Source: an optimization exercise on an open RTL-to-GDS flow (aim: small area, a short achievable clock period and few clock cycles). Production flows keep margins and buffers that such runs may drop.
Function was checked by simulation only, so behaviour that the tests miss may differ from the original.

==> inputs of trial 19 <==
## matrix_multiplier
module matrix_multiplier #(
    parameter N           = 8,
    parameter P           = 9,
    parameter M           = 10,
    parameter N_BIT_WIDTH = 3,
    parameter M_BIT_WIDTH = 4,
    parameter DATA_WIDTH  = 16,
    parameter ACCUM_WIDTH = 2*DATA_WIDTH + 1,
    parameter FIFO_SIZE   = 20
) (
    input wire clk,
    input wire rst_n,
    input wire fetch_stall,
    input wire data_stall,
    input wire pop_fifo,
    input wire start,
    input wire [P*DATA_WIDTH-1:0] mem_line,
    output wire [N_BIT_WIDTH-1:0]     n,
    output wire [M_BIT_WIDTH-1:0]     m,
    output wire fetch_row,
    output wire fetch_col,
    output wire [ACCUM_WIDTH-1:0] fifo_head,
    output wire fifo_empty,
    output wire fifo_full,
    output wire done,
    output wire err
);
Settings: LEC_CHECK=0, ABC_AREA=1, CAP_MARGIN=20, CORE_MARGIN=2, CORE_UTILIZATION=40, CTS_BUF_LIST=sky130_fd_sc_hd__clkbuf_4 sky130_fd_sc_hd__clkbuf_8, SETUP_SLACK_MARGIN=4.5, SLEW_MARGIN=20; clock period 9.0 ns.
standard.sh (not shown) runs the stock make flow with config.mk's settings and CLKGATE_MAP_FILE= SYNTH_SCRIPT=/design/flow/synth_recipe.tcl, a recipe that flattens the netlist after the stock synthesis.
==> flow/flow/run.sh <==
#!/bin/bash
# The standard layout (standard synthesis unchanged), with two changes to
# placement and repair: the port buffers are buf_4 cells instead of the
# default delay-buffer cells, and the resizer may swap a cell for any cell of
# the same function (not only one of the same footprint).
set -euo pipefail
bash standard.sh \
    "BUFFER_PORTS_ARGS=-buffer_cell sky130_fd_sc_hd__buf_4" \
    MATCH_CELL_FOOTPRINT=0 \
    finish > standard_flow.log 2>&1
==> build 79 (differences from trial 19) <==
--- a/flow/design.v
+++ b/flow/design.v
@@ -2088,15 +2088,14 @@
 module control_unit (
     input  wire       clk,
     input  wire       rst_n,
     input  wire       start,
     input  wire       fetch_stall,
     input  wire       data_stall,
     input  wire [4:0] space,         
-    input  wire [4:0] space_n,       
     input  wire       col_busy,      
     output wire       fetch_row,
     output wire       fetch_col,
     output logic [2:0] n,
     output logic [3:0] m,
     output wire       ans_row0,
     output wire       ans_row1,
@@ -2125,116 +2124,77 @@
     wire go_pair   = two_rows & room11;
     wire go_single = room1 & (~two_rows | (wait_cnt == 4'd15));
     wire col_ok    = first_col ? (go_pair | go_single) : (room1 | prer);
     wire stuck     = busy & (ph == 2'd2) & ~first_col & grp_pair & ~room1;
     wire drop      = stuck & (wait_cnt == 4'd15);
     wire want_row  = busy & (ph != 2'd2);
     wire want_col  = busy & (ph == 2'd2) & col_ok;
-    logic row_idle, row_wait, col_idle, col_wait;
-    assign fetch_row = ~fetch_stall & (row_idle | (row_wait & ~data_stall));
-    assign fetch_col = ~fetch_stall & (col_idle | (col_wait & ~data_stall));
+    assign fetch_row = want_row & mem_ok & ~fetch_stall;
+    assign fetch_col = want_col & mem_ok & ~fetch_stall;
     wire pair_now  = first_col ? go_pair : grp_pair;
     assign reserve = drop ? 5'd0 - {1'b0, m} :
                      ~fetch_col ? 5'd0 : first_col ? (go_pair ? 5'd11 : 5'd1) : prer ? 5'd0 : 5'd1;
-    logic       busy_n, pend_n, grp_pair_n, grp_last_n, two_n, prer_n;
-    logic [1:0] pk_n, ph_n;
-    logic [2:0] n_n;
-    logic [3:0] m_n, wait_cnt_n, ans_j_n;
-    always_comb begin
-        busy_n = busy; pend_n = pend; pk_n = pk; ph_n = ph; n_n = n; m_n = m;
-        grp_pair_n = grp_pair; grp_last_n = grp_last; wait_cnt_n = wait_cnt;
-        two_n = two; prer_n = prer; ans_j_n = ans_j;
-        if (answer) pend_n = 1'b0;
-        if (start) begin
-            busy_n     = 1'b1;
-            ph_n       = 2'd0;
-            n_n        = 3'd0;
-            m_n        = 4'd0;
-            wait_cnt_n = 4'd0;
-        end else if (fetch_row) begin
-            pend_n = 1'b1;
-            pk_n   = {1'b0, ph[0]};
-            if (ph == 2'd0) two_n = (n != 3'd7);
-            if (ph == 2'd0 && n != 3'd7) begin
-                ph_n = 2'd1;
-                n_n  = n + 3'd1;
-            end else begin
-                ph_n = 2'd2;
-            end
-        end else if (fetch_col) begin
-            pend_n     = 1'b1;
-            pk_n       = 2'd2;
-            ans_j_n    = m;
-            wait_cnt_n = 4'd0;
-            if (first_col) begin
-                prer_n     = 1'b0;
-                grp_pair_n = go_pair;
-                grp_last_n = (n == 3'd7) & (go_pair | ~two_rows);
-            end
-            if (m == 4'd9) begin
-                m_n  = 4'd0;
-                ph_n = 2'd0;
-                if (n == 3'd7 & (pair_now | ~two_rows)) busy_n = 1'b0;
-                else if (pair_now) n_n = n + 3'd1;
-            end else begin
-                m_n = m + 4'd1;
-            end
-        end else if (drop) begin
-            grp_pair_n = 1'b0;
-            grp_last_n = 1'b0;
-            prer_n     = 1'b1;
-            wait_cnt_n = 4'd0;
-        end else if (busy & (ph == 2'd2) & ((first_col & ~col_ok) | stuck)) begin
-            if (wait_cnt != 4'd15) wait_cnt_n = wait_cnt + 4'd1;
-        end
-    end
-    wire col_busy_n  = ans_col & grp_pair;        
-    wire room1_n     = (space_n <= 5'd19);
-    wire room11_n    = (space_n <= 5'd9);
-    wire go_pair_nx  = two_n & room11_n;
-    wire go_single_nx = room1_n & (~two_n | (wait_cnt_n == 4'd15));
-    wire col_ok_n    = (m_n == 4'd0) ? (go_pair_nx | go_single_nx) : (room1_n | prer_n);
-    wire want_row_n  = busy_n & (ph_n != 2'd2);
-    wire want_col_n  = busy_n & (ph_n == 2'd2) & col_ok_n;
-    wire blocked_n   = pk_n[1] & col_busy_n;
     always_ff @(posedge clk, negedge rst_n) begin
         if (~rst_n) begin
             busy     <= 1'b0;
             pend     <= 1'b0;
             pk       <= 2'd0;
             ph       <= 2'd0;
             n        <= 3'd0;
             m        <= 4'd0;
             grp_pair <= 1'b0;
             grp_last <= 1'b0;
             wait_cnt <= 4'd0;
             two      <= 1'b0;
             prer     <= 1'b0;
             ans_j    <= 4'd0;
-            row_idle <= 1'b0;
-            row_wait <= 1'b0;
-            col_idle <= 1'b0;
-            col_wait <= 1'b0;
         end else begin
-            busy     <= busy_n;
-            pend     <= pend_n;
-            pk       <= pk_n;
-            ph       <= ph_n;
-            n        <= n_n;
-            m        <= m_n;
-            grp_pair <= grp_pair_n;
-            grp_last <= grp_last_n;
-            wait_cnt <= wait_cnt_n;
-            two      <= two_n;
-            prer     <= prer_n;
-            ans_j    <= ans_j_n;
-            row_idle <= want_row_n & ~pend_n;
-            row_wait <= want_row_n & pend_n & ~blocked_n;
-            col_idle <= want_col_n & ~pend_n;
-            col_wait <= want_col_n & pend_n & ~blocked_n;
+            if (answer) pend <= 1'b0;
+            if (start) begin
+                busy     <= 1'b1;
+                ph       <= 2'd0;
+                n        <= 3'd0;
+                m        <= 4'd0;
+                wait_cnt <= 4'd0;
+            end else if (fetch_row) begin
+                pend <= 1'b1;
+                pk   <= {1'b0, ph[0]};
+                if (ph == 2'd0) two <= (n != 3'd7);
+                if (ph == 2'd0 && n != 3'd7) begin
+                    ph <= 2'd1;
+                    n  <= n + 3'd1;
+                end else begin
+                    ph <= 2'd2;
+                end
+            end else if (fetch_col) begin
+                pend <= 1'b1;
+                pk   <= 2'd2;
+                ans_j <= m;
+                wait_cnt <= 4'd0;
+                if (first_col) begin
+                    prer     <= 1'b0;
+                    grp_pair <= go_pair;
+                    grp_last <= (n == 3'd7) & (go_pair | ~two_rows);
+                end
+                if (m == 4'd9) begin
+                    m  <= 4'd0;
+                    ph <= 2'd0;
+                    if (n == 3'd7 & (pair_now | ~two_rows)) busy <= 1'b0;
+                    else if (pair_now) n <= n + 3'd1;
+                end else begin
+                    m <= m + 4'd1;
+                end
+            end else if (drop) begin
+                grp_pair <= 1'b0;
+                grp_last <= 1'b0;
+                prer     <= 1'b1;
+                wait_cnt <= 4'd0;
+            end else if (busy & (ph == 2'd2) & ((first_col & ~col_ok) | stuck)) begin
+                if (wait_cnt != 4'd15) wait_cnt <= wait_cnt + 4'd1;
+            end
         end
     end
 endmodule
 `default_nettype wire
 `default_nettype none
 module matrix_multiplier #(
     parameter N           = 8,
@@ -2264,30 +2224,28 @@
     output wire err
 );
     wire       ans_row0, ans_row1, ans_col;
     wire [3:0] ans_j;
     wire       grp_pair, grp_last;
     wire [4:0] reserve;
     wire       col_busy;
-    wire [4:0] space_n;
     logic [4:0] cnt;       
     logic [4:0] space;     
     logic [4:0] hp;        
     logic [4:0] hp1;       
     logic       empty_r, full_r;
     logic       bsel;      
     logic       done_r, err_r;
     control_unit controller (
         .clk         (clk),
         .rst_n       (rst_n),
         .start       (start),
         .fetch_stall (fetch_stall),
         .data_stall  (data_stall),
         .space       (space),
-        .space_n     (space_n),
         .col_busy    (col_busy),
         .fetch_row   (fetch_row),
         .fetch_col   (fetch_col),
         .n           (n),
         .m           (m),
         .ans_row0    (ans_row0),
         .ans_row1    (ans_row1),
@@ -2336,15 +2294,14 @@
     assign fifo_full  = full_r;
     assign done       = done_r;
     assign err        = err_r;
     wire pop  = pop_fifo & ~fifo_empty;
     wire row9 = (res_j == 4'd9);
     wire [4:0] vis = ~res_v ? 5'd0 : ~res_r ? 5'd1 : row9 ? 5'd10 : 5'd0;
     wire [4:0] cnt_n = cnt + vis - {4'd0, pop};
-    assign space_n = space + reserve - {4'd0, pop};
     wire ovf = (res[34:32] != 3'b000) & (res[34:32] != 3'b111);
     always_ff @(posedge clk, negedge rst_n) begin
         if (~rst_n) begin
             cnt    <= 5'd0;
             empty_r <= 1'b1;
             full_r <= 1'b0;
             space  <= 5'd0;
@@ -2353,15 +2310,15 @@
             bsel   <= 1'b0;
             done_r <= 1'b0;
             err_r  <= 1'b0;
         end else begin
             cnt   <= cnt_n;
             empty_r <= (cnt_n == 5'd0);
             full_r  <= (cnt_n == 5'd20);
-            space <= space_n;
+            space <= space + reserve - {4'd0, pop};
             if (pop) begin
                 hp  <= hp1;
                 hp1 <= (hp1 == 5'd19) ? 5'd0 : hp1 + 5'd1;
             end
             if (res_v & ~res_pair & row9) bsel <= ~bsel;
             if (start) begin
                 done_r <= 1'b0;
==> flow/config.mk (replaced) <==
export PLATFORM = sky130hd
export DESIGN_NAME = matrix_multiplier
export DESIGN_NICKNAME = matrix_multiplier
export VERILOG_FILES = /design/flow/design.v
export SDC_FILE = /design/flow/constraint.sdc
export NUM_CORES = 4
export LEC_CHECK = 0
export ABC_AREA = 1
export CAP_MARGIN = 20
export CORE_MARGIN = 2
export CORE_UTILIZATION = 55
export SETUP_SLACK_MARGIN = 4.5
export SLEW_MARGIN = 20
==> build 48 (differences from trial 19) <==
==> flow/config.mk (replaced) <==
export PLATFORM = sky130hd
export DESIGN_NAME = matrix_multiplier
export DESIGN_NICKNAME = matrix_multiplier
export VERILOG_FILES = /design/flow/design.v
export SDC_FILE = /design/flow/constraint.sdc
export NUM_CORES = 4
export LEC_CHECK = 0
export ABC_AREA = 1
export CAP_MARGIN = 20
export CORE_MARGIN = 2
export CORE_UTILIZATION = 55
export SETUP_SLACK_MARGIN = 4.5
export SLEW_MARGIN = 20
==> summary.md <==
| Metric | Value |
|---|---|
| Dpl cells | `12524` |
| Detail Placement HPWL | `318.1 mm` |
| Final core occ | `0.4711` |
| Avg WL per Cell | `32.46 um` |
| Clock tree sinks | `1539` |
| Total CTS buffers | `285` |
| Bufs on Longest Clock Path | `4` |
| Netlist Area Pre-Place | `103400 um2` |
| Hold Path End | `pe.res_last` |
| Storage element area | `42440 um2` |
| Multi-input combinational area share | `0.4793` |
| FF+latch count, synth | `1539` |
| TritonRoute pass-1 iters | `8` |
| Final wirelength | `437.8 mm` |
| NonClk Buf Share | `0.05050` |
| Status | `timing/DRC/antenna clean` |
| RR Startpoint | `pe.dot.rr[101]` |
| Most frequent cells in the layout | `o22ai_1 (1225), xor2_1 (1141), edfxtp_1 (1125)` |
That was trial 19.
==> summary.md <==
| Metric | Value |
|---|---|
| Hold Path End | `pe.res_last` |
| Most frequent cells in the layout | `xor2_1 (1135), edfxtp_1 (1125), o22ai_1 (1107)` |
| Multi-input combinational area share | `0.4891` |
| Status | `timing/DRC/antenna clean` |
| Avg WL per Cell | `33.16 um` |
| Clock tree sinks | `1535` |
| FF+latch count, synth | `1535` |
| Netlist Area Pre-Place | `103300 um2` |
| NonClk Buf Share | `0.04476` |
| Storage element area | `42340 um2` |
| Final wirelength | `409.7 mm` |
| Final core occ | `0.6346` |
| Dpl cells | `11685` |
That was build 79.
==> summary.md <==
| Metric | Value |
|---|---|
| Hold Path End | `pe.res_j[1]` |
| NonClk Buf Share | `0.04765` |
| Multi-input combinational area share | `0.4864` |
| Status | `timing/DRC/antenna clean` |
| Detail Placement HPWL | `300.2 mm` |
| Most frequent cells in the layout | `o22ai_1 (1232), xor2_1 (1140), edfxtp_1 (1125)` |
| Bufs on Longest Clock Path | `3` |
| TritonRoute pass-1 iters | `8` |
| Clock tree sinks | `1539` |
| Dpl cells | `11623` |
| Final wirelength | `412.7 mm` |
| Storage element area | `42450 um2` |
| FF+latch count, synth | `1539` |
| RR Startpoint | `pe.dot.rr[85]` |
| Avg WL per Cell | `33.48 um` |
| Final core occ | `0.6362` |
That was build 48.
Testbench counts of trial 19, summed over its fixed seeds: cycles 2,592.
Testbench counts of build 79, summed over its fixed seeds: cycles 2,592.
Testbench counts of build 48, summed over its fixed seeds: cycles 2,592.

-- port drivers added, routing unchanged --
In the flow no input, the clock included, has a driving cell. The finished layouts below were timed again as built, in two steps. Step 1, drivers: a clkbuf_16 drives clk and a buf_2 each remaining input, both assumed. Step 2 moves the port delays by t, midway between the first and last clock arrival at a register: inputs arrive t later, outputs are due t later. That takes back most of the time a late clock gives input paths. a / b / c = ideal ports / drivers / drivers and shift; a / b = the first two.
run | shift t [ns] | setup WS [ns] | hold WS [ns]
trial 19 | 1.141 | 4.373 / 4.373 / 4.190 | 0.375 / 0.375 / 0.375
build 79 | 0.950 | 4.444 / 4.444 / 4.108 | 0.376 / 0.376 / 0.376
build 48 | 0.934 | 4.307 / 4.307 / 4.065 | 0.374 / 0.374 / 0.374
After both steps every run listed still meets setup and hold. The setup slack of build 79, which loses most, moves by 0.000 ns with the drivers and by -0.336 ns with both steps.
